From an optimization exercise on the open Yosys and OpenROAD flow, aimed at small area; shortcuts taken in it are not production practice.
Only simulation tests tie the RTL to the original design; equivalence was not proved.

==> flow/design.v <==
module low_pass_filter
    #(parameter DATA_WIDTH = 16)
    (
        input rstn,
        input en,
        input clk,
        input signed [DATA_WIDTH - 1 : 0] xin,
        output signed [DATA_WIDTH - 1 : 0] yout
    );
    parameter NB_OF_X_REG = 13;
    parameter NB_OF_Y_REG = 2;  
    integer i;
    reg signed [DATA_WIDTH - 1 : 0] xn [NB_OF_X_REG - 1 : 0];
    reg signed [DATA_WIDTH - 1 : 0] yn [NB_OF_Y_REG - 1 : 0];
    wire signed [2 * DATA_WIDTH - 1 : 0] y;
    wire [DATA_WIDTH - 1 : 0] xn0 = xn[0];
    wire [DATA_WIDTH - 1 : 0] xn1 = xn[1];
    wire [DATA_WIDTH - 1 : 0] xn2 = xn[2];
    wire [DATA_WIDTH - 1 : 0] xn3 = xn[3];
    wire [DATA_WIDTH - 1 : 0] xn4 = xn[4];
    wire [DATA_WIDTH - 1 : 0] xn5 = xn[5];
    wire [DATA_WIDTH - 1 : 0] xn6 = xn[6];
    wire [DATA_WIDTH - 1 : 0] xn7 = xn[7];
    wire [DATA_WIDTH - 1 : 0] xn8 = xn[8];
    wire [DATA_WIDTH - 1 : 0] xn9 = xn[9];
    wire [DATA_WIDTH - 1 : 0] xn10 = xn[10];
    wire [DATA_WIDTH - 1 : 0] xn11 = xn[11];
    wire [DATA_WIDTH - 1 : 0] xn12 = xn[12];
    wire [DATA_WIDTH - 1 : 0] yn0 = yn[0];
    wire [DATA_WIDTH - 1 : 0] yn1 = yn[1];
    always @(posedge clk or negedge rstn)
    begin
        if (!rstn)
        begin
            for (i = 0; i < NB_OF_X_REG; i++)
                xn[i] <= 0;
            for (i = 0; i < NB_OF_Y_REG; i++)
                yn[i] <= 0;
        end
        else
            if (rstn && en)
            begin
                for (i = 0; i < NB_OF_X_REG - 1; i++)
                    xn[i + 1] <= xn[i];
                for (i = 0; i < NB_OF_Y_REG - 1; i++)
                    yn[i + 1] <= yn[i];
                xn[0] <= xin;
                yn[0] <= y[DATA_WIDTH - 1 + 5 : 5]; 
            end 
    end
    assign y = (2 * yn[0]) - yn[1] + xn[0] - (2 * xn[5]) + xn[11];
    assign yout = (rstn & en) ? y[DATA_WIDTH - 1 + 3 : 3] : {DATA_WIDTH{1'b0}};
endmodule
module high_pass_filter
    #(parameter DATA_WIDTH = 16)
    (
        input rstn,
        input en,
        input clk,
        input signed [DATA_WIDTH - 1 : 0] xin,
        output signed [DATA_WIDTH - 1 : 0] yout
    );
    parameter NB_OF_X_REG = 33;
    parameter NB_OF_Y_REG = 1;  
    integer i;
    reg signed [DATA_WIDTH - 1 : 0] xn [NB_OF_X_REG - 1 : 0];
    reg signed [DATA_WIDTH - 1 : 0] yn [NB_OF_Y_REG - 1 : 0];
    wire signed [2 * DATA_WIDTH - 1 : 0] y;
    wire [DATA_WIDTH - 1 : 0] xn0 = xn[0];
    wire [DATA_WIDTH - 1 : 0] xn1 = xn[1];
    wire [DATA_WIDTH - 1 : 0] xn2 = xn[2];
    wire [DATA_WIDTH - 1 : 0] xn3 = xn[3];
    wire [DATA_WIDTH - 1 : 0] xn4 = xn[4];
    wire [DATA_WIDTH - 1 : 0] xn5 = xn[5];
    wire [DATA_WIDTH - 1 : 0] xn6 = xn[6];
    wire [DATA_WIDTH - 1 : 0] xn7 = xn[7];
    wire [DATA_WIDTH - 1 : 0] xn8 = xn[8];
    wire [DATA_WIDTH - 1 : 0] xn9 = xn[9];
    wire [DATA_WIDTH - 1 : 0] xn10 = xn[10];
    wire [DATA_WIDTH - 1 : 0] xn11 = xn[11];
    wire [DATA_WIDTH - 1 : 0] xn12 = xn[12];
    wire [DATA_WIDTH - 1 : 0] xn13 = xn[13];
    wire [DATA_WIDTH - 1 : 0] xn14 = xn[14];
    wire [DATA_WIDTH - 1 : 0] xn15 = xn[15];
    wire [DATA_WIDTH - 1 : 0] xn16 = xn[16];
    wire [DATA_WIDTH - 1 : 0] xn17 = xn[17];
    wire [DATA_WIDTH - 1 : 0] xn18 = xn[18];
    wire [DATA_WIDTH - 1 : 0] xn19 = xn[19];
    wire [DATA_WIDTH - 1 : 0] xn20 = xn[20];
    wire [DATA_WIDTH - 1 : 0] xn21 = xn[21];
    wire [DATA_WIDTH - 1 : 0] xn22 = xn[22];
    wire [DATA_WIDTH - 1 : 0] xn23 = xn[23];
    wire [DATA_WIDTH - 1 : 0] xn24 = xn[24];
    wire [DATA_WIDTH - 1 : 0] xn25 = xn[25];
    wire [DATA_WIDTH - 1 : 0] xn26 = xn[26];
    wire [DATA_WIDTH - 1 : 0] xn27 = xn[27];
    wire [DATA_WIDTH - 1 : 0] xn28 = xn[28];
    wire [DATA_WIDTH - 1 : 0] xn29 = xn[29];
    wire [DATA_WIDTH - 1 : 0] xn30 = xn[30];
    wire [DATA_WIDTH - 1 : 0] xn31 = xn[31];
    wire [DATA_WIDTH - 1 : 0] xn32 = xn[32];
    wire [DATA_WIDTH - 1 : 0] yn0 = yn[0];
    always @(posedge clk or negedge rstn)
    begin
        if (!rstn)
        begin
            for (i = 0; i < NB_OF_X_REG; i++)
                xn[i] <= 0;
            for (i = 0; i < NB_OF_Y_REG; i++)
                yn[i] <= 0;
        end
        else
            if (rstn && en)
            begin
                for (i = 0; i < NB_OF_X_REG - 1; i++)
                    xn[i + 1] <= xn[i];
                for (i = 0; i < NB_OF_Y_REG - 1; i++)
                    yn[i + 1] <= yn[i];
                xn[0] <= xin;
                yn[0] <= y[DATA_WIDTH - 1 + 5 : 5];
            end 
    end
    assign y = (32 * xn[15]) - yn[0] - xn[0] + xn[31];
    assign yout = (rstn & en) ? y[DATA_WIDTH - 1 + 5 : 5] : {DATA_WIDTH{1'b0}};
endmodule
module derivative
    #(parameter DATA_WIDTH = 16)
    (
        input rstn,
        input en,
        input clk,
        input signed [DATA_WIDTH - 1 : 0] xin,
        output signed [DATA_WIDTH - 1 : 0] yout
    );
    parameter NB_OF_X_REG = 2;
    integer i;
    reg signed [DATA_WIDTH - 1 : 0] xn [NB_OF_X_REG - 1 : 0];
    wire signed [DATA_WIDTH - 1 : 0] yn;
    wire [DATA_WIDTH - 1 : 0] xn0 = xn[0];
    wire [DATA_WIDTH - 1 : 0] xn1 = xn[1];
    always @(posedge clk or negedge rstn)
    begin
        if (!rstn)
        begin
            for (i = 0; i < NB_OF_X_REG; i++)
                xn[i] <= 0;
        end
        else
            if (rstn && en)
            begin
                for (i = 0; i < NB_OF_X_REG - 1; i++)
                    xn[i + 1] <= xn[i];
                xn[0] <= xin;
            end 
    end
    assign yn = xn[0] - xn[1];
    assign yout = (rstn & en) ? yn : {DATA_WIDTH{1'b0}};
endmodule
module squared
    #(parameter DATA_WIDTH = 16)
    (
        input rstn,
        input en,
        input clk,
        input signed [DATA_WIDTH - 1 : 0] xin,
        output signed [DATA_WIDTH - 1 : 0] yout
    );
    integer i;
    reg signed [2 * DATA_WIDTH - 1 : 0] mul;
    always @(posedge clk or negedge rstn)
    begin
        if (!rstn)
            mul <= 0;
        else
            if (rstn  && en)
                mul <= xin * xin;
    end
    assign yout = (rstn & en) ? mul[DATA_WIDTH - 1 : 0] : {DATA_WIDTH{1'b0}};
endmodule
module integration
    #(parameter DATA_WIDTH = 16)
    (
        input rstn,
        input en,
        input clk,
        input [DATA_WIDTH - 1 : 0] xin,
        output [DATA_WIDTH - 1 : 0] yout
    );
    parameter WINDOW_SIZE = 30;
    reg signed [DATA_WIDTH - 1 : 0] xn [WINDOW_SIZE - 1 : 0];
    reg signed [2 * DATA_WIDTH - 1 : 0] sum;
    reg signed [2 * DATA_WIDTH - 1 : 0] s;
    integer i;
    wire [DATA_WIDTH - 1 : 0] xn0 = xn[0];
    wire [DATA_WIDTH - 1 : 0] xn1 = xn[1];
    wire [DATA_WIDTH - 1 : 0] xn2 = xn[2];
    wire [DATA_WIDTH - 1 : 0] xn3 = xn[3];
    wire [DATA_WIDTH - 1 : 0] xn4 = xn[4];
    wire [DATA_WIDTH - 1 : 0] xn5 = xn[5];
    wire [DATA_WIDTH - 1 : 0] xn6 = xn[6];
    wire [DATA_WIDTH - 1 : 0] xn7 = xn[7];
    wire [DATA_WIDTH - 1 : 0] xn8 = xn[8];
    wire [DATA_WIDTH - 1 : 0] xn9 = xn[9];
    wire [DATA_WIDTH - 1 : 0] xn10 = xn[10];
    wire [DATA_WIDTH - 1 : 0] xn11 = xn[11];
    wire [DATA_WIDTH - 1 : 0] xn12 = xn[12];
    wire [DATA_WIDTH - 1 : 0] xn13 = xn[13];
    wire [DATA_WIDTH - 1 : 0] xn14 = xn[14];
    wire [DATA_WIDTH - 1 : 0] xn15 = xn[15];
    wire [DATA_WIDTH - 1 : 0] xn16 = xn[16];
    wire [DATA_WIDTH - 1 : 0] xn17 = xn[17];
    wire [DATA_WIDTH - 1 : 0] xn18 = xn[18];
    wire [DATA_WIDTH - 1 : 0] xn19 = xn[19];
    wire [DATA_WIDTH - 1 : 0] xn20 = xn[20];
    wire [DATA_WIDTH - 1 : 0] xn21 = xn[21];
    wire [DATA_WIDTH - 1 : 0] xn22 = xn[22];
    wire [DATA_WIDTH - 1 : 0] xn23 = xn[23];
    wire [DATA_WIDTH - 1 : 0] xn24 = xn[24];
    wire [DATA_WIDTH - 1 : 0] xn25 = xn[25];
    wire [DATA_WIDTH - 1 : 0] xn26 = xn[26];
    wire [DATA_WIDTH - 1 : 0] xn27 = xn[27];
    wire [DATA_WIDTH - 1 : 0] xn28 = xn[28];
    wire [DATA_WIDTH - 1 : 0] xn29 = xn[29];
    always @(posedge clk or negedge rstn)
    begin
      if (!rstn)
      begin
        for (i = 0; i < WINDOW_SIZE; i++)
          xn[i] <= 0;
        sum <= 0;
      end
      else if (rstn && en)
      begin
        xn[0] <= xin;
        for (i = 0; i < WINDOW_SIZE; i++)
          xn[i + 1] <= xn[i];
        s = xin;
        for (i = 0; i < WINDOW_SIZE - 1; i++)
          s = s + xn[i];
        sum <= s / WINDOW_SIZE;
      end
    end
    assign yout = (rstn && en) ? sum[DATA_WIDTH - 1 : 0] : {DATA_WIDTH{1'b0}};
endmodule
module slope
  #(parameter DATA_WIDTH = 16)
  (
    input rstn,
    input en,
    input clk,
    input signed [DATA_WIDTH - 1 : 0] xin,
    output [DATA_WIDTH - 1 : 0] last_slope,
    output [DATA_WIDTH - 1 : 0] yout
  );
  parameter NB_OF_REGS = 10;
  reg [DATA_WIDTH - 1 : 0] sr [NB_OF_REGS - 1 : 0];
  reg [DATA_WIDTH - 1 : 0] max;
  reg [DATA_WIDTH - 1 : 0] result [1 : 0];
  integer i;
  always @(posedge clk or negedge rstn)
  begin
    if(!rstn)
    begin
      max = 0;
      for (i = 0; i <NB_OF_REGS; i++)
        sr[i] <= 0;
      for (i = 0; i < 2; i++)
        result[i] <= 0;
    end
    else if (rstn && en)
    begin
      sr[0] <= xin;
      for (i = 0; i < NB_OF_REGS - 1; i++)
        sr[i + 1] <= sr[i];
      max = xin;
      for (i = 0; i < NB_OF_REGS - 2; i++)
        if (sr[i] > max )
          max = sr[i];
      result[0] <= max;
      result[1] <= result[0];
    end
  end
  assign last_slope = (rstn && en) ? result[0] : {DATA_WIDTH{1'b0}};  
  assign yout = (rstn && en) ? result[0] : {DATA_WIDTH{1'b0}};
endmodule
module shift_register
  #(
    parameter DATA_WIDTH = 16,
    parameter NB_OF_REGS = 3
  )
  (
    input rstn,
    input en,
    input clk,
    input signed [DATA_WIDTH - 1 : 0] xin,
    output signed [DATA_WIDTH - 1 : 0] yout
  );
  reg signed [DATA_WIDTH - 1 : 0] sr [NB_OF_REGS - 1 : 0];
  integer i;
  always @(posedge clk or negedge rstn)
  begin
    if (!rstn)
    begin
      for (i = 0; i < NB_OF_REGS; i++)
        sr[i] <= 0;
    end
    else if (rstn && en)
    begin
      sr[0] <= xin;
      for (i = 0; i < NB_OF_REGS - 1; i++)
        sr[i + 1] <= sr[i];
    end
  end
  assign yout = (rstn && en) ? sr[NB_OF_REGS - 1] : {DATA_WIDTH{1'b0}};
endmodule
module peak_detector
  #(parameter DATA_WIDTH = 16)
  (
    input rstn,
    input en,
    input clk,
    input signed [DATA_WIDTH - 1 : 0] xin,
    input timer_activation,
    output signed [DATA_WIDTH - 1: 0] yout,
    output flag
  );
  parameter NB_OF_REGS = 3;
  reg signed [DATA_WIDTH - 1 : 0] sr [NB_OF_REGS - 1 : 0];
  reg signed [DATA_WIDTH - 1 : 0] peak;
  reg state;
  integer i;
  wire signed [DATA_WIDTH - 1 : 0] sr0 = sr[0];
  wire signed [DATA_WIDTH - 1 : 0] sr1 = sr[1];
  wire signed [DATA_WIDTH - 1 : 0] sr2 = sr[2];
  always @(posedge clk or negedge rstn)
  begin
    if (!rstn)
    begin
      for (i = 0; i < NB_OF_REGS; i++)
        sr[i] <= 0;
      peak <= 0;
      state <= 0;
    end
    else if (rstn && en)
    begin
      sr[0] <= xin;
      for (i= 0; i < NB_OF_REGS - 1; i++)
        sr[i + 1] <= sr[i];
      if (sr[1] > sr[2] && sr[1] >= sr[0])
      begin
        if (timer_activation == 0)
        begin
          peak <= sr[1];
          state <= 1;
        end
        else
        begin
          if (sr[1] > peak)
          begin
            peak <= sr[1];
            state <= 1;
          end
        end
      end
      else
        state <= 0;
    end
  end
  assign yout = (rstn && en) ? peak : {DATA_WIDTH{1'b0}};
  assign flag = (rstn && en) ? (state ? 1 : 0) : 0;
endmodule
module special_counter
  #(
    parameter PERIOD = 200
  )
  (
    input rstn,
    input en,
    input clk,
    input start,
    output reg flag,
    output active
  );
  reg signed [31 : 0] counter;
  always @(posedge clk or negedge rstn)
  begin
    if (!rstn)
    begin
      counter <= 0;
      flag <= 0;
    end
    else if (start)
    begin
      counter <= 1;
      flag <= 0;
    end
    else if (rstn && en)
    begin
      if (counter == 0)
        flag <= 0;
      else if (counter == PERIOD)
      begin
        counter <= 0;
        flag <= 1;
      end
      else  
        counter <= counter + 1;
    end
  end
  assign active = (rstn && en) ? ((counter != 0) ? 1 : 0) : 0;
endmodule
module special_counter_2
  #(
    parameter DATA_WIDTH = 16,
    parameter PERIOD = 16'hFFFF
  )
  (
    input rstn,
    input en,
    input clk,
    input start,
    input load,
    input [DATA_WIDTH - 1 : 0] value,
    output [DATA_WIDTH - 1 : 0] counter_val
  );
  reg signed [31 : 0] counter;
  always @(posedge clk or negedge rstn)
  begin
    if (!rstn)
    begin
      counter <= 0;
    end
    else if (start)
    begin
      counter <= 1;
    end
    else if (load)
    begin
      counter <= value;
    end
    else if (rstn && en)
    begin
      if (counter == PERIOD)
        counter <= 0;
      else  
        counter <= counter + 1;
    end
  end
  assign counter_val = (rstn && en) ? counter : {DATA_WIDTH{1'b0}};
endmodule
module control_unit
  #(
    parameter DATA_WIDTH = 16,
    parameter PT360MS = 350
  )
  (
    input rstn,
    input en,
    input clk,
    input signed [DATA_WIDTH - 1 : 0] peak_i,
    input signed [DATA_WIDTH - 1 : 0] peak_f,
    input signed [DATA_WIDTH - 1 : 0] thri_1,
    input signed [DATA_WIDTH - 1 : 0] thri_2,
    input signed [DATA_WIDTH - 1 : 0] thrf_1,
    input signed [DATA_WIDTH - 1 : 0] thrf_2,
    input signed [DATA_WIDTH - 1 : 0] rrmiss,
    input peak_i_flag,
    input peak_f_validation,
    input s200ms_flag,
    input s360ms_flag,
    input [DATA_WIDTH - 1 : 0] slope,
    input [DATA_WIDTH - 1 : 0] last_slope,
    input [DATA_WIDTH - 1 : 0] rr_interval,
    input timer_2s_update_flag,
    output reg timer_2s_trigger,
    output reg signed [DATA_WIDTH - 1 : 0] peak_i_max,
    output reg signed [DATA_WIDTH - 1 : 0] peak_i_mean,
    output reg signed [DATA_WIDTH - 1 : 0] peak_f_max,
    output reg signed [DATA_WIDTH - 1 : 0] peak_f_mean,
    output reg init_thrs,
    output reg load,
    output reg [DATA_WIDTH - 1 : 0] preset_value,
    output reg signed [DATA_WIDTH - 1 : 0] peak_i_sb,
    output reg signed [DATA_WIDTH - 1 : 0] peak_f_sb,
    output reg npu,
    output reg spu,
    output reg rru,
    output reg search_back,
    output reg t_wave
  );
  parameter STATE_START_UP          = 2'd0;
  parameter STATE_LEARNING_PHASE_1  = 2'd1;
  parameter STATE_LEARNING_PHASE_2  = 2'd2;
  parameter STATE_DETECTION         = 2'd3;
  reg [1 : 0] state;
  reg [1 : 0] rr_counter;
  reg [DATA_WIDTH - 1 : 0] last_rr_interval;
  reg signed [DATA_WIDTH - 1 : 0] peak_f_best;
  always @(posedge clk or negedge rstn)
  begin
    if (!rstn)
    begin
      init_thrs <= 0;
      load <= 0;
      preset_value <= 0;
      npu <= 0;
      spu <= 0;
      rru <= 0;
      search_back <= 0;
      t_wave <= 0;
      state <= STATE_START_UP;
      timer_2s_trigger <= 0;
      rr_counter <= 0;
      peak_i_max <= 0;
      peak_i_mean <= 0;
      peak_f_max <= 0;
      peak_f_mean <= 0;
      last_rr_interval <= 0;
      peak_f_best <= 0;
      peak_i_sb <= 0;
      peak_f_sb <= 0;
    end
    else if (rstn && en)
    begin
        if (peak_f_validation == 1)
          peak_f_best <= peak_f;
        case(state)
          STATE_START_UP:
          begin
            if (s200ms_flag == 1)
            begin
              peak_i_max <= peak_i;
              peak_i_mean <= peak_i;
              peak_f_max <= peak_f_best;
              peak_f_mean <= peak_f_best;
              state <= STATE_LEARNING_PHASE_1;
              timer_2s_trigger <= 1;
              rr_counter <= 0;
            end
          end
          STATE_LEARNING_PHASE_1:
          begin
            timer_2s_trigger <= 0;
            if (s200ms_flag == 1)
            begin
              if (peak_i > peak_i_max)
                  peak_i_max <= peak_i;
              if (peak_f_best > peak_f_max)
                  peak_f_max <= peak_f_best;
              peak_i_mean <= (peak_i_mean + peak_i) >> 1;
              peak_f_mean <= (peak_f_mean + peak_f_best) >> 1;
            end
            if (timer_2s_update_flag == 1)
            begin
              init_thrs <= 1;
              state <= STATE_LEARNING_PHASE_2;
            end
          end
          STATE_LEARNING_PHASE_2:
          begin
            init_thrs <= 0;
            if (s200ms_flag == 1)
            begin
              if (peak_i > thri_1 && peak_f_best > thrf_1)
              begin
                spu <= 1;
              end
              else
              begin
                npu <= 1;
                load <= 1;
              end
              rr_counter <= rr_counter + 1;
            end
            else
            begin
              if (spu == 1)
                spu <= 0;
              if (npu == 1)
                npu <= 0;
              if (load == 1)
                load <= 0;
            end
            if (rr_counter == 2)
            begin
              rr_counter <= 0;
              state <= STATE_DETECTION;
            end
          end
          STATE_DETECTION:
          begin
            if (s200ms_flag == 1)
            begin
              if (peak_i >= thri_1 && peak_f_best >= thrf_1)
              begin
                if (s200ms_flag == 1 && s360ms_flag == 0)
                begin
                  if (slope < last_slope / 2)
                  begin
                    npu <= 1;
                    spu <= 0;
                    rru <= 0;
                    t_wave <= 1;  
                  end
                  else
                  begin
                    npu <= 0;
                    spu <= 1;
                    rru <= 1;
                    search_back <= 0;
                    peak_i_sb <= 0;
                    peak_f_sb <= 0;
                  end
                end
                else if (s200ms_flag == 0 && s360ms_flag == 1)
                begin
                  npu <= 0;
                  spu <= 1;
                  rru <= 1;
                  search_back <= 0;
                end
              end
              else
              begin
                npu <= 1;
                spu <= 0;
                rru <= 0;
                if (peak_i > peak_i_sb && rr_interval >= PT360MS)
                begin
                  search_back <= 1;  
                  last_rr_interval <= rr_interval;
                  peak_i_sb <= peak_i;
                  peak_f_sb <= peak_f_best;
                end
              end
            end
            else
            begin
              if (spu == 1)
                spu <= 0;
              if (npu == 1)
                npu <= 0;
              if (rru == 1)
                rru <= 0;
              if (search_back == 1)
                search_back <= 0;
              if (t_wave == 1)
                t_wave <= 0;
              if (load == 1)
                load <= 0;
            end
            if (rr_interval > rrmiss)
            begin
              if (peak_i_sb >= thri_2 && peak_f_sb >= thrf_2)
              begin
                npu <= 0;
                spu <= 1;
                rru <= 1;
                load <= 1;
                preset_value <= last_rr_interval;
                peak_i_sb <= 0;
                peak_f_sb <= 0;
              end
            end
          end
        endcase
        if (load == 1)
          load <= 0;
    end
  end
endmodule
module correct_threshould
  #(parameter DATA_WIDTH = 16)
  (
    input rstn,
    input en,
    input clk,
    input signed [DATA_WIDTH - 1 : 0] peak_i,
    input signed [DATA_WIDTH - 1 : 0] peak_f,
    input signed [DATA_WIDTH - 1 : 0] peak_i_sb,
    input signed [DATA_WIDTH - 1 : 0] peak_f_sb,
    input signed [DATA_WIDTH - 1 : 0] peak_i_max,
    input signed [DATA_WIDTH - 1 : 0] peak_i_mean,
    input signed [DATA_WIDTH - 1 : 0] peak_f_max,
    input signed [DATA_WIDTH - 1 : 0] peak_f_mean,
    input init,
    input peak_selector,
    input npu,
    input spu,
    input flag,
    output reg signed [DATA_WIDTH - 1 : 0] thri_1,
    output reg signed [DATA_WIDTH - 1 : 0] thri_2,
    output reg signed [DATA_WIDTH - 1 : 0] thrf_1,
    output reg signed [DATA_WIDTH - 1 : 0] thrf_2,
    output reg qrs
  );
  reg signed [DATA_WIDTH - 1 : 0] peak_i_selected;
  reg signed [DATA_WIDTH - 1 : 0] peak_f_selected;
  reg signed [DATA_WIDTH - 1: 0] npk_i;
  reg signed [DATA_WIDTH - 1: 0] spk_i;
  reg signed [DATA_WIDTH - 1: 0] npk_f;
  reg signed [DATA_WIDTH - 1: 0] spk_f;
  integer t;
  reg signed [DATA_WIDTH - 1 : 0] thi1;
  reg signed [DATA_WIDTH - 1 : 0] thi2;
  reg signed [DATA_WIDTH - 1 : 0] thf1;
  reg signed [DATA_WIDTH - 1 : 0] thf2;
  reg signed [DATA_WIDTH - 1 : 0] d;
  always @(posedge clk or negedge rstn)
  begin
    if (!rstn)
    begin
      peak_i_selected = 0;
      peak_f_selected = 0;
      npk_i = 0;
      spk_i = 0;
      npk_f = 0;
      spk_f = 0;
      thi1 = 0;
      thi2 = 0;
      thf1 = 0;
      thf2 = 0;
      thri_1 <= 0;
      thri_2 <= 0;
      thrf_1 <= 0;
      thrf_2 <= 0;
      qrs <= 0;
    end
    else if (rstn && en)
    begin
      if (peak_selector == 1)
      begin
        peak_i_selected = peak_i_sb;
        peak_f_selected = peak_f_sb;
      end
      else
      begin
        peak_i_selected = peak_i;
        peak_f_selected = peak_f;
      end
      if (qrs == 1)
        qrs <= 0;
      if (init == 1)
      begin
        spk_i = (peak_i_max >> 1);
        npk_i = (peak_i_mean >> 3);
        thi1 = npk_i + ((spk_i - npk_i) >> 2);
        thi2 = thi1 >> 1;
        spk_f = (peak_f_max >> 1);
        npk_f = (peak_f_mean >> 3);
        thf1 = npk_f + ((spk_f - npk_f) >> 2);
        thf2 = thf1 >> 1;
      end
      if (npu == 1)
      begin
        t = peak_i_selected + 7 * npk_i;
        npk_i = (t >= 0) ? ((t + 4) >>> 3) : -((4 - t) >>> 3);
        t = peak_f_selected + 7 * npk_f;
        npk_f = (t >= 0) ? ((t + 4) >>> 3) : -((4 - t) >>> 3);
      end
      if (spu == 1)
      begin
        t = peak_i_selected + 7 * spk_i;
        spk_i = (t >= 0) ? ((t + 4) >>> 3) : -((4 - t) >>> 3);
        t = peak_f_selected + 7 * spk_f;
        spk_f = (t >= 0) ? ((t + 4) >>> 3) : -((4 - t) >>> 3);
        qrs <= 1;
      end
      if (spu == 1 || npu == 1)
      begin
        d = spk_i - npk_i;
        t = 4 * npk_i + d;
        thi1 = (t >= 0) ? ((t + 2) >>> 2) : -((2 - t) >>> 2);
        t = thi1;
        thi2 = (t >= 0) ? ((t + 1) >>> 1) : -((1 - t) >>> 1);
        d = spk_f - npk_f;
        t = 4 * npk_f + d;
        thf1 = (t >= 0) ? ((t + 2) >>> 2) : -((2 - t) >>> 2);
        t = thf1;
        thf2 = (t >= 0) ? ((t + 1) >>> 1) : -((1 - t) >>> 1);
      end
      if (flag == 1)
      begin
        thi1 = thi1 / 2;
        thf1 = thf1 / 2;
      end
      thri_1 <= thi1;
      thri_2 <= thi2;
      thrf_1 <= thf1;
      thrf_2 <= thf2;
    end
  end
endmodule
module rr_update
  #(parameter DATA_WIDTH = 16)
  (
    input rstn,
    input en,
    input clk,
    input rru,
    input signed [DATA_WIDTH - 1 : 0] rr_interval,
    output reg signed [DATA_WIDTH - 1 : 0] rrmiss,
    output reg regular
  );
  parameter PT1000MS = 200;
  parameter RR92PERCENT = 184;
  parameter RR116PERCENT = 232;
  parameter RR166PERCENT = 332;
  parameter REGULAR_HR = 0;
  parameter IRREGULAR_HR = 1;
  parameter NB_OF_REGS = 8;
  reg signed [DATA_WIDTH - 1 : 0] sr1 [NB_OF_REGS - 1 : 0];
  reg signed [DATA_WIDTH - 1 : 0] sr2 [NB_OF_REGS - 1 : 0];
  reg signed [2 * DATA_WIDTH - 1 : 0] rravg1;
  reg signed [2 * DATA_WIDTH - 1 : 0] rravg2;
  reg signed [DATA_WIDTH - 1 : 0] rrlow;
  reg signed [DATA_WIDTH - 1 : 0] rrhigh;
  integer i;
  integer t;
  reg signed [DATA_WIDTH - 1 : 0] rrmiss_v;
  reg regular_v;
  wire signed [DATA_WIDTH - 1 : 0] sr1_0 = sr1[0];
  wire signed [DATA_WIDTH - 1 : 0] sr1_1 = sr1[1];
  wire signed [DATA_WIDTH - 1 : 0] sr1_2 = sr1[2];
  wire signed [DATA_WIDTH - 1 : 0] sr1_3 = sr1[3];
  wire signed [DATA_WIDTH - 1 : 0] sr1_4 = sr1[4];
  wire signed [DATA_WIDTH - 1 : 0] sr1_5 = sr1[5];
  wire signed [DATA_WIDTH - 1 : 0] sr1_6 = sr1[6];
  wire signed [DATA_WIDTH - 1 : 0] sr1_7 = sr1[7];
  wire signed [DATA_WIDTH - 1 : 0] sr2_0 = sr2[0];
  wire signed [DATA_WIDTH - 1 : 0] sr2_1 = sr2[1];
  wire signed [DATA_WIDTH - 1 : 0] sr2_2 = sr2[2];
  wire signed [DATA_WIDTH - 1 : 0] sr2_3 = sr2[3];
  wire signed [DATA_WIDTH - 1 : 0] sr2_4 = sr2[4];
  wire signed [DATA_WIDTH - 1 : 0] sr2_5 = sr2[5];
  wire signed [DATA_WIDTH - 1 : 0] sr2_6 = sr2[6];
  wire signed [DATA_WIDTH - 1 : 0] sr2_7 = sr2[7];
  always @(posedge clk or negedge rstn)
  begin
    if(!rstn)
    begin
      for (i = 0; i < NB_OF_REGS; i++)
      begin
        sr1[i] <= PT1000MS;
        sr2[i] <= PT1000MS;
      end
      rravg1 = PT1000MS << 3;
      rravg2 = PT1000MS << 3;
      regular_v = REGULAR_HR;
      rrlow = RR92PERCENT;
      rrhigh = RR116PERCENT;
      rrmiss_v = RR166PERCENT;
      rrmiss <= RR166PERCENT;
      regular <= REGULAR_HR;
    end
    else if (rstn && en)
    begin
      if (rru == 1)
      begin
        sr1[0] <= rr_interval;
        for ( i = 0; i < NB_OF_REGS - 1; i++)
          sr1[i + 1] <= sr1[i];
        rravg1 = rr_interval;
        for (i = 1; i < NB_OF_REGS - 2; i++)
          rravg1 = rravg1 + sr1[i];
        rravg1 = rravg1 / NB_OF_REGS;
        if (rr_interval >= rrlow && rr_interval <= rrhigh)
        begin
          sr2[0] <= rr_interval;
          for ( i = 0; i < NB_OF_REGS - 2; i++)
            sr2[i + 1] <= sr2[i];
          rravg2 = rr_interval;
          for (i = 1; i < NB_OF_REGS - 2; i++)
            rravg2 = rravg2 + sr2[i];
          rravg2 = rravg2 / NB_OF_REGS;
          t = 92 * rravg1;
          rrlow = (t >= 0) ? ((t + 50) / 100) : -((50 - t) / 100);
          t = 116 * rravg1;
          rrhigh = (t >= 0) ? ((t + 50) / 100) : -((50 - t) / 100);
          t = 166 * rravg2;
          rrmiss_v = (t >= 0) ? ((t + 50) / 100) : -((50 - t) / 100);
          regular_v = REGULAR_HR;
        end
        else
        begin
          t = 166 * rravg1;
          rrmiss_v = (t >= 0) ? ((t + 50) / 100) : -((50 - t) / 100);
          regular_v = IRREGULAR_HR;
        end
      end
      else
      begin
        regular_v = REGULAR_HR;
      end
      rrmiss <= rrmiss_v;
      regular <= regular_v;
    end
  end
endmodule
module top
    #(parameter DATA_WIDTH = 16)
    (
        input clk,
        input rstn,
        input en,
        input [DATA_WIDTH - 1 : 0] xin,
        output y
    );
    parameter PT150MS = 30;
    parameter PT200MS = 40;
    parameter PT160MS = 32;
    parameter PT360MS = 72;
    parameter PT1000MS = 200;
    parameter PT2000MS = 400;
    parameter PT4000MS = 800;
    wire signed [DATA_WIDTH - 1 : 0] lpf_out;
    wire signed [DATA_WIDTH - 1 : 0] hpf_out;
    wire signed [DATA_WIDTH - 1 : 0] sr_out;
    wire signed [DATA_WIDTH - 1 : 0] deriv_out;
    wire signed [DATA_WIDTH - 1 : 0] squared_out;
     wire signed [DATA_WIDTH - 1 : 0] sr_out_2;
    wire signed [DATA_WIDTH - 1 : 0] integral_out;
    wire [DATA_WIDTH - 1 : 0] slope_out;
    wire [DATA_WIDTH - 1 : 0] last_slope;
    wire signed [DATA_WIDTH - 1 : 0] peak_i;
    wire signed [DATA_WIDTH - 1 : 0] peak_i_max;
    wire signed [DATA_WIDTH - 1 : 0] peak_i_mean;
    wire sc200_start;
    wire sc200_activation;
    wire sc200_flag;
    wire sc200_f_activation;
    wire sc200_f_flag;
    wire timer_360ms_update_flag;
    wire timer_360ms_activation;  
    wire timer_2s_update_flag;
    wire timer_2s_trigger;
    wire timer_2s_activation;
    wire init_thrs;
    wire signed [DATA_WIDTH - 1 : 0] peak_f;
    wire signed [DATA_WIDTH - 1 : 0] peak_f_max;
    wire signed [DATA_WIDTH - 1 : 0] peak_f_mean;
    wire peak_f_flag;
    wire [DATA_WIDTH - 1 : 0] rr_interval;
    wire qrs;
    wire signed [DATA_WIDTH - 1 : 0] rrmiss;
    wire signed [DATA_WIDTH - 1 : 0] thri_1;
    wire signed [DATA_WIDTH - 1 : 0] thrf_1;
    wire signed [DATA_WIDTH - 1 : 0] thri_2;
    wire signed [DATA_WIDTH - 1 : 0] thrf_2;
    wire npu;
    wire spu;
    wire rru;
    wire search_back;
    wire t_wave;
    wire load;
    wire [DATA_WIDTH - 1 : 0] preset_value;
    wire signed [DATA_WIDTH - 1 : 0] peak_i_sb;
    wire signed [DATA_WIDTH - 1 : 0] peak_f_sb;
    wire regular;
    low_pass_filter 
    #(
      .DATA_WIDTH(DATA_WIDTH)
    )
    LPF
    (
      .rstn(rstn),
      .en(en),
      .clk(clk),
      .xin(xin),
      .yout(lpf_out)
    );
    high_pass_filter
    #(
      .DATA_WIDTH(DATA_WIDTH)
    )
    HPF
    (
      .rstn(rstn),
      .en(en),
      .clk(clk),
      .xin(lpf_out),
      .yout(hpf_out)
    );
    shift_register
    #(
      .DATA_WIDTH(DATA_WIDTH),
      .NB_OF_REGS(3)
    )
    SR_1
    (
      .rstn(rstn),
      .en(en),
      .clk(clk),
      .xin(hpf_out),
      .yout(sr_out)
    );
    derivative
    #(
      .DATA_WIDTH(DATA_WIDTH)
    )
    DERIV
    (
      .rstn(rstn),
      .en(en),
      .clk(clk),
      .xin(hpf_out),
      .yout(deriv_out)
    );
    squared
    #(
      .DATA_WIDTH(DATA_WIDTH)
    )
    SQR
    (
      .rstn(rstn),
      .en(en),
      .clk(clk),
      .xin(deriv_out),
      .yout(squared_out)
    );
    shift_register
    #(
      .DATA_WIDTH(DATA_WIDTH),
      .NB_OF_REGS(1)
    )
    SR_2
    (
      .rstn(rstn),
      .en(en),
      .clk(clk),
      .xin(squared_out),
      .yout(sr_out_2)
    );
    integration
    #(
      .DATA_WIDTH(DATA_WIDTH)
    )
    MWI
    (
      .rstn(rstn),
      .en(en),
      .clk(clk),
      .xin(squared_out),
      .yout(integral_out)
    );
    slope
    #(
      .DATA_WIDTH(DATA_WIDTH)
    )
    SL
    (
      .rstn(rstn),
      .en(en),
      .clk(clk),
      .xin(sr_out_2),
      .last_slope(last_slope),
      .yout(slope_out)
    );
    peak_detector
    #(
      .DATA_WIDTH(DATA_WIDTH)
    )
    PDF
    (
      .rstn(rstn),
      .en(en),
      .clk(clk),
      .xin(sr_out),
      .timer_activation(sc200_f_activation),
      .yout(peak_f),
      .flag(peak_f_flag)
    );
    special_counter
    #(
      .PERIOD(PT200MS)
    )
    SC_200ms_f
    (
      .rstn(rstn),
      .en(en),
      .clk(clk),
      .start(peak_f_flag),
      .flag(sc200_f_flag),
      .active(sc200_f_activation)
    );
    peak_detector
    #(
      .DATA_WIDTH(DATA_WIDTH)
    )
    PDI
    (
      .rstn(rstn),
      .en(en),
      .clk(clk),
      .xin(integral_out),
      .timer_activation(sc200_activation),
      .yout(peak_i),
      .flag(sc200_start)
    );
    special_counter
    #(
      .PERIOD(PT200MS)
    )
    SC_200ms
    (
      .rstn(rstn),
      .en(en),
      .clk(clk),
      .start(sc200_start),
      .flag(sc200_flag),
      .active(sc200_activation)
    );
    control_unit
    #(
      .DATA_WIDTH(DATA_WIDTH),
      .PT360MS(PT360MS)
    )
    CU_1
    (
      .rstn(rstn),
      .en(en),
      .clk(clk),
      .peak_i(peak_i),
      .peak_f(peak_f),
      .thri_1(thri_1),
      .thri_2(thri_2),
      .thrf_1(thrf_1),
      .thrf_2(thrf_2),
      .rrmiss(rrmiss),
      .peak_i_flag(sc200_start),
      .peak_f_validation(sc200_f_flag),
      .s200ms_flag(sc200_flag),
      .s360ms_flag(timer_360ms_update_flag),
      .slope(slope_out),
      .last_slope(last_slope),
      .rr_interval(rr_interval),
      .timer_2s_update_flag(timer_2s_update_flag),
      .timer_2s_trigger(timer_2s_trigger),
      .peak_i_max(peak_i_max),
      .peak_i_mean(peak_i_mean),
      .peak_f_max(peak_f_max),
      .peak_f_mean(peak_f_mean),
      .init_thrs(init_thrs),
      .load(load),
      .preset_value(preset_value),
      .peak_i_sb(peak_i_sb),
      .peak_f_sb(peak_f_sb),
      .npu(npu),
      .spu(spu),
      .rru(rru),
      .search_back(search_back),
      .t_wave(t_wave)
    );
    special_counter
    #(
      .PERIOD(PT2000MS)
    )
    SC_2000s
    (
      .rstn(rstn),
      .en(en),
      .clk(clk),
      .start(timer_2s_trigger),
      .flag(timer_2s_update_flag),
      .active(timer_2s_activation)
    );
    special_counter
    #(
      .PERIOD(PT160MS)
    )
    SC_360ms
    (
      .rstn(rstn),
      .en(en),
      .clk(clk),
      .start(sc200_flag),
      .flag(timer_360ms_update_flag),
      .active(timer_360ms_activation)
    );
    special_counter_2
    #(
      .DATA_WIDTH(DATA_WIDTH),
      .PERIOD(16'hFFFF)
    )
    SC2_count_rr_interval
    (
      .rstn(rstn),
      .en(en),
      .clk(clk),
      .start(spu),
      .load(load),
      .value(preset_value),
      .counter_val(rr_interval)
    );
  correct_threshould
  #(
    .DATA_WIDTH(DATA_WIDTH)
  )
  UP
  (
    .rstn(rstn),
    .en(en),
    .clk(clk),
    .peak_i(peak_i),
    .peak_f(peak_f),
    .peak_i_sb(peak_i_sb),
    .peak_f_sb(peak_f_sb),
    .peak_i_max(peak_i_max),
    .peak_i_mean(peak_i_mean),
    .peak_f_max(peak_f_max),
    .peak_f_mean(peak_f_mean),
    .init(init_thrs),
    .peak_selector(load),
    .npu(npu),
    .spu(spu),
    .flag(regular),
    .thri_1(thri_1),
    .thri_2(thri_2),
    .thrf_1(thrf_1),
    .thrf_2(thrf_2),
    .qrs(qrs)
  );
  rr_update
  #(
    .DATA_WIDTH(DATA_WIDTH)
  )
  rr_u
  (
    .rstn(rstn),
    .en(en),
    .clk(clk),
    .rru(rru),
    .rr_interval(rr_interval),
    .rrmiss(rrmiss),
    .regular(regular)
  );
  assign y = (rstn | en) ? (load | spu) : 0;
endmodule
==> flow/run.sh <==
#!/bin/bash
# synth_recipe.tcl (not shown) runs the flow's synth.tcl, then flattens the netlist and writes it again
# the make line also repeats each setting of config.mk as NAME=value (left out here)
make -C /OpenROAD-flow-scripts/flow DESIGN_CONFIG=/design/flow/config.mk WORK_HOME=/design/flow/orfs CLKGATE_MAP_FILE= SYNTH_SCRIPT=/design/flow/synth_recipe.tcl finish
==> flow/config.mk <==
export PLATFORM = sky130hd
export DESIGN_NAME = top
export DESIGN_NICKNAME = top
export VERILOG_FILES = /design/flow/design.v
export SDC_FILE = /design/flow/constraint.sdc
export NUM_CORES = 4
export LEC_CHECK = 0
export CAP_MARGIN = 20
export CORE_MARGIN = 2
export CORE_UTILIZATION = 40
export SLEW_MARGIN = 20
==> flow/constraint.sdc <==
create_clock -name core_clock -period 80.0 [get_ports {clk}]
set_input_delay 16.0000 -clock core_clock [delete_from_list [all_inputs] [get_ports {clk}]]
set_output_delay 16.0000 -clock core_clock [all_outputs]
set_load 0.01 [all_outputs]
==> run_results.csv <==
group,metric,value,unit
clocking,cts_root_buffer,"sky130_fd_sc_hd__clkbuf_16",
clocking,clock_insertion_delay_worst_skew,930,ps
setup_path,criticalPathCategory,"input port to flop",
floorplan,core.rowCount,276,
setup_path,cpMaxStageDelayCell,"sky130_fd_sc_hd__a21oi_1",
floorplan,core_area,565000,µm²
yosys,synth_edf_count,0,
clocking,clk_pin_slew_worst_paths,60,ps
setup_path,path_max_fanout,31,
detailed_routing,initialDrtViolationCount,15593,
layout,post_route_cells_drive_above_1_share,6.83,%
clocking,clk_path_buf_depth,4,
clocking,clkSinkCount,2256,
global_route,grt_pass1_wl,1020000,µm
detailed_routing,drt_first_pass_iters,6,
layout,multi_input_comb_area,156000,µm²
setup_path,arr_time_crit_path,54750,ps
clocking,cts-buffers-inserted,275,
setup_path,worstRegToRegCells,130,
yosys,post_synth_mux_area_share,2.51,%
timing,final.setup_skew,86.3,ps
yosys,async_flop_share,100,%
setup_path,r2r-start,"SC2_count_rr_interval.counter[1]",
timing,final.hold.worst_slack,447,ps
min_path,hold-path-cell-count,2,
timing,setup_repair_after_global_routing_missed_its_margin,"false",
min_path,hold_path.class,"flop to flop",
layout,instances_no_fill,35327,
timing,fin_tns_setup,0,ps
detailed_routing,drc_errors,0,
timing,final-setup-viol-count,0,
yosys,post_synth_instance_area,227000,µm²
detailed_routing,routed_wirelength,617000,µm
floorplan,die_area,573000,µm²
timing,fin_crit_sh,67.5,%
yosys,synth_top_family_by_area,"simple AND/OR/NAND/NOR gates",
min_path,hold_path_startpoint,"HPF.xn[25][5]",
global_route,number_of_antenna_violations_at_the_first_check_in_global_routing,4,
yosys,ys_ff_latch,2256,
clocking,post_cts.resized_instances,0,
clocking,cts_htree_levels,5,
yosys,postSynthAreaPerCell,8.07,µm²
detailed_routing,ant_nets,0,
setup_path,critPathRequiredTime,80710,ps
placement,globalplace.congestion,0.933,
timing,finalWorstPathRequiredPeriod,54040,ps
layout,final_common_cell,"sky130_fd_sc_hd__nand2_1",
detailed_routing,detail_route.vias_per_cell,5.55,
yosys,synth-simple-area-share,21.3,%
yosys,register_area_share_after_synthesis,24.9,%
yosys,syn_inst,28126,
detailed_routing,routed_wire_length_per_instance,17.5,µm
yosys,number_of_distinct_library_cells_after_synthesis,210,
layout,layout.filler_cells,56768,
setup_path,cpPeakStageDelay,820,ps
placement,placed_area,234000,µm²
min_path,worst_hold_path.endpoint,"HPF.xn[26][5]",
layout,area_of_all_sequential_standard_cells,56500,µm²
job,cap_violations,0,
placement,number_of_placed_cells_counting_well_taps,34829,
yosys,synthXorXnorAreaFrac,7.89,%
global_route,globalRouteOverflowTotal,0,
setup_path,timing.critical_path.from,"rstn",
global_route,global_route_total_usage_across_every_layer,21.0,%
clocking,ctsHoldBuffers,0,
placement,dpl.hpwl,471000,µm
layout,leading_cell_types_in_the_layout_fill_and_taps_excluded,"sky130_fd_sc_hd__nand2_1, sky130_fd_sc_hd__inv_1, sky130_fd_sc_hd__dfrtp_1",
setup_path,worst-r2r-setup-slack,40880,ps
global_route,largest_net_degree_at_the_start_of_global_routing,231,
yosys,postSynth.topFlopCell,"sky130_fd_sc_hd__dfrtp_1",
detailed_routing,num_vias,196180,
layout,fin_nets,29918,
setup_path,critical-path-top-cell-by-count,"sky130_fd_sc_hd__a21oi_1",
floorplan,count_of_pins_on_the_block_boundary,20,
timing,maxSlewViolCount,0,
setup_path,worst_setup_path_start_kind,"input port",
yosys,ys.warnings.count,29,
floorplan,chipWidth,757,µm
timing,max-slew-margin-rel,13.8,%
clocking,cts_tree,"done",
status,outcome,"complete, no violations",
timing,clock.fmax,18.5,MHz
placement,buffer_ports.inserted,19,
layout,syn2layout_area_growth,7.17,%
layout,fin_area,243000,µm²
setup_path,worst_setup_path_end_kind,"flop",
setup_path,worst_r2r_endpoint,"rr_u.rrlow[14]",
global_route,first_global_vias,188887,
floorplan,die_h,757,µm
yosys,synth_compound_area_share,20.6,%
floorplan,start_util,40.2,%
timing,timing.final.hold_violations,0,
clocking,post_cts.repair.setup_buffers,0,
timing,tightest_slew,1280,ps
yosys,synth_adder_area_share,16.5,%
[layer usage]
layer  vias up  global-route usage, %  share of wire, %
li1      96427                      -                 -
met1     94810                   31.2                49
met2      4282                   33.5                45
met3       661                   1.62               4.2
met4         0                   4.17               2.0
met5         -                      0                 0
[logic make-up after synthesis]
kind of cell / Yosys count
buffers and inverters: 3580
other: 1
XOR/XNOR: 1990
AND/OR/NAND/NOR: 10551
adder cells (fa/ha/maj): 2386
flip-flops: 2256
multiplexers: 533
AO/OA/AOI/OAI: 6829
[synthesized netlist by cell type (59+ instances only)]
cell                        count  share of area [%]
sky130_fd_sc_hd__and3_1       279               0.77
sky130_fd_sc_hd__o21bai_1     187               0.62
sky130_fd_sc_hd__a31oi_1      238               0.66
sky130_fd_sc_hd__nand4_1      278               0.77
sky130_fd_sc_hd__o211a_1       63               0.28
sky130_fd_sc_hd__xor2_1       574                2.2
sky130_fd_sc_hd__a21o_1       293               0.97
sky130_fd_sc_hd__nor2_1      1615                2.7
sky130_fd_sc_hd__inv_1       2503                4.1
sky130_fd_sc_hd__nor3b_1       76               0.25
sky130_fd_sc_hd__or4_1         72               0.24
sky130_fd_sc_hd__clkbuf_1     799                1.3
sky130_fd_sc_hd__buf_2        110               0.24
sky130_fd_sc_hd__and2_1       205               0.57
sky130_fd_sc_hd__nand2b_1     202               0.56
sky130_fd_sc_hd__o31ai_1      149               0.49
sky130_fd_sc_hd__or3_1        170               0.47
sky130_fd_sc_hd__mux2i_1      305                1.3
sky130_fd_sc_hd__maj3_1        84               0.37
sky130_fd_sc_hd__ha_1        1267                7.0
sky130_fd_sc_hd__a311oi_1      59               0.23
sky130_fd_sc_hd__a22oi_1       75               0.25
sky130_fd_sc_hd__nor2b_1      164               0.45
sky130_fd_sc_hd__o221ai_1      71               0.27
sky130_fd_sc_hd__o22ai_1      115               0.32
sky130_fd_sc_hd__o21a_1       198               0.66
sky130_fd_sc_hd__a211o_1       81               0.31
sky130_fd_sc_hd__a21oi_1     1439                3.2
sky130_fd_sc_hd__nand2_1     5570                9.2
sky130_fd_sc_hd__a211oi_1     270               0.89
sky130_fd_sc_hd__mux2_2       202                1.0
sky130_fd_sc_hd__o21ai_1      157               0.35
sky130_fd_sc_hd__fa_1        1031                9.1
sky130_fd_sc_hd__o21ai_0     1769                3.9
sky130_fd_sc_hd__nand3_1      581                1.3
sky130_fd_sc_hd__nor3_1       541                1.2
sky130_fd_sc_hd__or2_2         98               0.27
sky130_fd_sc_hd__xnor2_1     1370                5.3
sky130_fd_sc_hd__nor4_1       188               0.52
sky130_fd_sc_hd__dfrtp_1     2208                 24
sky130_fd_sc_hd__o2111ai_1     59               0.23
sky130_fd_sc_hd__o211ai_1     251               0.83
[registers in the layout, indices dropped and copies added, names as in the netlist, 32 cells and up]
name,count
DERIV.xn,32
HPF.xn,512
LPF.xn,192
LPF.yn,32
MWI.xn,464
PDF.sr,48
PDI.sr,48
SC2_count_rr_interval.counter,32
SC_2000s.counter,32
SC_200ms.counter,32
SC_200ms_f.counter,32
SC_360ms.counter,32
SL.sr,128
rr_u.sr1,96
rr_u.sr2,96
[how the worst max path moves through the flow]
stage / end / slack [ps] / depth (start not counted)
2_1_floorplan: rr_u.rrmiss_v[11] / 32640 / 137
3_3_place_gp: rr_u.rrmiss_v[15] / 25780 / 123
3_5_place_dp: rr_u.rrmiss_v[12] / 26070 / 129
4_1_cts: rr_u.rrmiss_v[12] / 26840 / 127
5_1_grt: rr_u.rrlow[14] / 23220 / 131
6_report: rr_u.rrlow[14] / 25960 / 130
[per-stage QoR]
stage | utilization (%) | setup slack, ps
6_report | 43.0 | 25960
5_1_grt | 43.0 | 23220
4_1_cts | 43.0 | 26840
3_5_place_dp | 41.4 | 26070
3_3_place_gp | 41.4 | 25780
2_1_floorplan | - | 32640
[critical path: cells and delay by family]
| kind | cells | cell delay, ps |
|---|---|---|
| AOI/OAI and AO/OA | 58 | 17730 |
| and+or+nand+nor | 33 | 8150 |
| adders and majority gates | 18 | 6810 |
| xor gates and xnor gates | 8 | 3180 |
| buffers and inverters | 10 | 1590 |
| muxes | 3 | 1170 |
[cell type report]
| class | count | area share (%) |
|---|---|---|
| clock inverters | 100 | 0.548 |
| multi-input cells | 22291 | 64.3 |
| flip-flops and latches | 2256 | 23.2 |
| repair buffers | 263 | 0.874 |
| clock buffers | 393 | 3.27 |
| well taps | 7506 | 3.86 |
| diodes | 4 | 0.00412 |
| inverters | 2514 | 3.88 |

[re-timing with driven ports]
No port has a modelled driver above. Below, the same layout with a new extraction and two added sets of constraints. Step 1 (the two cells are an assumption about what drives the block):
set clk [get_ports {clk}]
set_driving_cell -lib_cell sky130_fd_sc_hd__clkbuf_16 $clk
set_driving_cell -lib_cell sky130_fd_sc_hd__buf_2 [delete_from_list [all_inputs] $clk]
Step 2 times the ports against the registers' clock, not the clock port: input delays grow and output delays shrink by t, the midpoint of the rising clock arrivals with the driver on. a / b / c = ideal ports / drivers / drivers and shift; a / b = the first two.
t (ns): 0.984
setup WS [ns]: 25.962 / 25.998 / 25.014
slew at the worst register clock pin (ns): 0.07 / 0.07
worst data-port slew with drivers (ns): 0.09
After both steps setup and hold are still met in this run. The setup slack of this run moves by +0.036 ns with the drivers and by -0.948 ns with both steps.
